This design comes from an exercise in tuning for small area, a short achievable clock period and few clock cycles per item on the open sky130 flow, not from production work. Only simulation tests tie the RTL to the original design; equivalence was not proved. Power figures rest on the tool's default switching activity, not on a simulated workload.

## cedar
==> flow/design.v (excerpt) <==
module dotoptact(input logic clk, input logic rst_n,
           output logic slave_waitrequest,
           input logic [3:0] slave_address,
           input logic slave_read, output logic [31:0] slave_readdata,
           input logic slave_write, input logic [31:0] slave_writedata,
           input logic master_waitrequest,
           output logic [31:0] master_address,
           output logic master_read, input logic [31:0] master_readdata, input logic master_readdatavalid,
           output logic master_write, output logic [31:0] master_writedata,
           input logic master2_waitrequest,
           output logic [31:0] master2_address,
           output logic master2_read, input logic [31:0] master2_readdata, input logic master2_readdatavalid,
           output logic master2_write, output logic [31:0] master2_writedata);
    logic [31:2] r1, r2, r3, r4;
    logic [8:0] r5;
    logic [3:0] r7q;         
    wire r7 = |r7q;
    logic wr_q;
    logic ok;
    wire wxfer = slave_write & ~wr_q;
    wire start = wxfer & (slave_address == 4'd0);
    logic ibusy, ibias;
    logic pstart;            
    logic [31:2] waddr;
    logic [8:0] icnt;
    logic icnt1;             
    wire itx = ibusy & ~master_waitrequest;
    wire atlast = ibusy & ~ibias & icnt1;                   
    wire ilast = atlast & ~master_waitrequest;
    wire inew = (start & ~ibusy) | (ilast & (pstart | start));
    wire iload = ~ibusy | atlast;
    wire [31:2] waddr_d = iload ? r1 : ibias ? r2 : waddr + 30'd1;
    wire [8:0] icnt_d = iload ? r5 : ibias ? icnt : icnt - 9'd1;
    wire ien = (start & ~ibusy) | itx;
    logic v1;
    logic [31:0] w1, w2, a3;
    logic [15:0] one2, two2, neg2, one3, two3, neg3;
    logic ractive;
    logic [8:0] rcnt;
    logic [31:2] saddr;
    wire isb1 = v1 & ~ractive;
    wire isw1 = m2rd;        
    logic q2, b2, l2, b3, l3, b4, l4;
    logic m2rd, m2wr;
    logic [31:2] m2addr;
    logic [47:16] s4, c4;
    logic k4;
  ...
Size: about 3800 cells after synthesis, ~570 flip-flops, about 270 I/O pins, about 0.039 mm² of cells after synthesis.
clock: 15.0 ns
lec_check: 0
abc_area: 1
cap_margin: 20
core_margin: 2
core_utilization: 65
slew_margin: 20
standard.sh (not shown) runs the stock make flow with config.mk's settings and CLKGATE_MAP_FILE= SYNTH_SCRIPT=/design/flow/synth_recipe.tcl, a recipe that flattens the netlist after the stock synthesis.
==> flow/flow/run.sh <==
#!/bin/bash
# Layout flow: the standard flow (standard.sh) with these changes:
#  - synthesis runs the standard flow's own synth_recipe.tcl with -noabc added to its synth
#    calls. That skips only the quick "abc -fast" inside Yosys's synth command
#    (ORFS's full ABC mapping still runs afterwards), so that extract_fa finds the
#    multiplier tree's full adders without inverters between them. The registers
#    and their names are those of the standard synthesis.
#  - ORFS's timing repair aims at a setup slack of SETUP_SLACK_MARGIN ns below
#    the 15 ns constraint (a shorter period), on the worst path only
#    (TNS_END_PERCENT=0), and the port buffers start out as buf_2.
#  - clock tree synthesis runs with ORFS's default arguments plus
#    -dont_use_dummy_load.
# The constraints are not changed. make's output goes to flow_make.log; each ORFS
# step keeps its own log under orfs/logs.
set -euo pipefail
cd "$(dirname "$0")/.."
sed 's/yosys synth -nofsm -noshare /yosys synth -nofsm -noshare -noabc /' synth_recipe.tcl > synth_recipe_noabc.tcl
grep -q -- '-noabc' synth_recipe_noabc.tcl
bash standard.sh SYNTH_SCRIPT="$PWD/synth_recipe_noabc.tcl" SETUP_SLACK_MARGIN=11.0 \
    TNS_END_PERCENT=0 "BUFFER_PORTS_ARGS=-buffer_cell sky130_fd_sc_hd__buf_2" \
    "CTS_ARGS=-sink_clustering_enable -repair_clock_nets -dont_use_dummy_load" \
    finish > flow_make.log 2>&1
Testbench counts of cedar, summed over its fixed seeds: cycles 25,402, items 723.
For juniper, these inputs were changed with respect to cedar:
- CORE_UTILIZATION now 40, was 65
diff --git a/flow/flow/run.sh b/flow/flow/run.sh
--- a/flow/flow/run.sh
+++ b/flow/flow/run.sh
@@ -17,5 +17,5 @@
 sed 's/yosys synth -nofsm -noshare /yosys synth -nofsm -noshare -noabc /' synth_recipe.tcl > synth_recipe_noabc.tcl
 grep -q -- '-noabc' synth_recipe_noabc.tcl
-bash standard.sh SYNTH_SCRIPT="$PWD/synth_recipe_noabc.tcl" SETUP_SLACK_MARGIN=11.0 \
+bash standard.sh SYNTH_SCRIPT="$PWD/synth_recipe_noabc.tcl" SETUP_SLACK_MARGIN=10.8 \
     TNS_END_PERCENT=0 "BUFFER_PORTS_ARGS=-buffer_cell sky130_fd_sc_hd__buf_2" \
     "CTS_ARGS=-sink_clustering_enable -repair_clock_nets -dont_use_dummy_load" \
==> comparison <==
- Measured against each other, juniper and cedar differ in die area, the lower figure coming from cedar.
- Comparing juniper and cedar, the higher count of clock-buffer cells in the layout was measured on juniper.
- juniper reports its critical-path cell with the highest stage delay as sky130_fd_sc_hd__edfxtp_1 while cedar reports sky130_fd_sc_hd__fa_1.
- The lower total power of juniper and cedar is in juniper.
- juniper does worse than cedar on post-route standard cell area excluding fillers.
- Re synthesis-to-layout area growth: juniper and cedar aren't equal, and the higher value belongs to juniper.
- The setup slack reported for juniper is smaller than that of cedar by 0.036 ns.
- Min sequential cell fraction of total power across juniper and cedar: cedar

Setup of before:
Another version of the RTL of dotoptact (not shown whole).
Size in the first run: ~4200 cells after synthesis, roughly 570 flip-flops, ~270 I/O pins, ~0.040 mm2 of cells after synthesis.
==> flow/config.mk <==
export PLATFORM = sky130hd
export DESIGN_NAME = dotoptact
export DESIGN_NICKNAME = dotoptact
export VERILOG_FILES = /design/flow/design.v
export SDC_FILE = /design/flow/constraint.sdc
export NUM_CORES = 4
export LEC_CHECK = 0
export ABC_AREA = 1
export CAP_MARGIN = 20
export CORE_MARGIN = 2
export CORE_UTILIZATION = 65
export SLEW_MARGIN = 20
==> flow/constraint.sdc <==
create_clock -name core_clock -period 15.0 [get_ports {clk}]
set_input_delay 3.0000 -clock core_clock [delete_from_list [all_inputs] [get_ports {clk}]]
set_output_delay 3.0000 -clock core_clock [all_outputs]
set_load 0.01 [all_outputs]
==> flow/flow/run.sh <==
#!/bin/bash
# Layout flow: the standard flow (standard.sh) unchanged, except that ORFS's
# timing repair aims at a setup slack of SETUP_SLACK_MARGIN ns below the 15 ns
# constraint, i.e. at a shorter clock period, working on the worst path only
# (TNS_END_PERCENT=0), and the port buffers start out as buf_2. The constraints
# are not changed. make's output goes to flow_make.log; each ORFS step keeps its
# own log under orfs/logs.
set -euo pipefail
cd "$(dirname "$0")/.."
bash standard.sh SETUP_SLACK_MARGIN=11.0 TNS_END_PERCENT=0 \
    "BUFFER_PORTS_ARGS=-buffer_cell sky130_fd_sc_hd__buf_2" finish > flow_make.log 2>&1
Testbench counts of before, summed over its fixed seeds: cycles 25,402, items 723.
Changes in after relative to before:
- CORE_UTILIZATION: 65 -> 40
diff --git a/flow/flow/run.sh b/flow/flow/run.sh
--- a/flow/flow/run.sh
+++ b/flow/flow/run.sh
@@ -10 +10 @@
-bash standard.sh SETUP_SLACK_MARGIN=11.0 TNS_END_PERCENT=0 \
+bash standard.sh SETUP_SLACK_MARGIN=10.8 TNS_END_PERCENT=0 \
Findings:
Clock share of power, before and after: lower on before. Compared to before, after shows a wider setup margin. Taking before as the reference, in after quantity of gates resized following cts down 46%, non-clock buffer area fraction after layout down 1.1 points, wire length up 5100 um, global-route total usage across every layer down 13 points. after completed; timing, DRC and antenna clean. Summary — die height, after relative to before: higher, by 27%. The relative area change from synthesis to final layout reported for after is greater than that of before by 0.58 points.

## port drivers added, routing unchanged
In the flow no input, the clock included, has a driving cell. The finished layouts below were timed again as built, in two steps.
Step 1: set_driving_cell puts a clkbuf_16 on clk and a buf_2 on each other input, an assumption about the parent block.
Step 2 times the ports against the registers' clock, not the clock port: input delays grow and output delays shrink by t, the midpoint of the rising clock arrivals with the driver on.
Three values: ideal, step 1, step 2; two values: the first two.
run	shift t [ns]	setup WS [ns]	worst setup path at the end	latest minus earliest clock arrival (ns)
cedar	0.689	10.685 / 10.634 / 10.236	input to register	0.078 / 0.078
juniper	0.706	10.649 / 10.580 / 10.069	input to register	0.129 / 0.128
before	0.679	10.650 / 10.649 / 10.154	input to register	0.055 / 0.055
after	0.715	10.656 / 10.585 / 10.161	input to register	0.048 / 0.048
After both steps setup and hold are still met in every run listed. For juniper, which loses most, drivers alone change the setup slack by -0.069 ns; drivers and shift together by -0.580 ns.
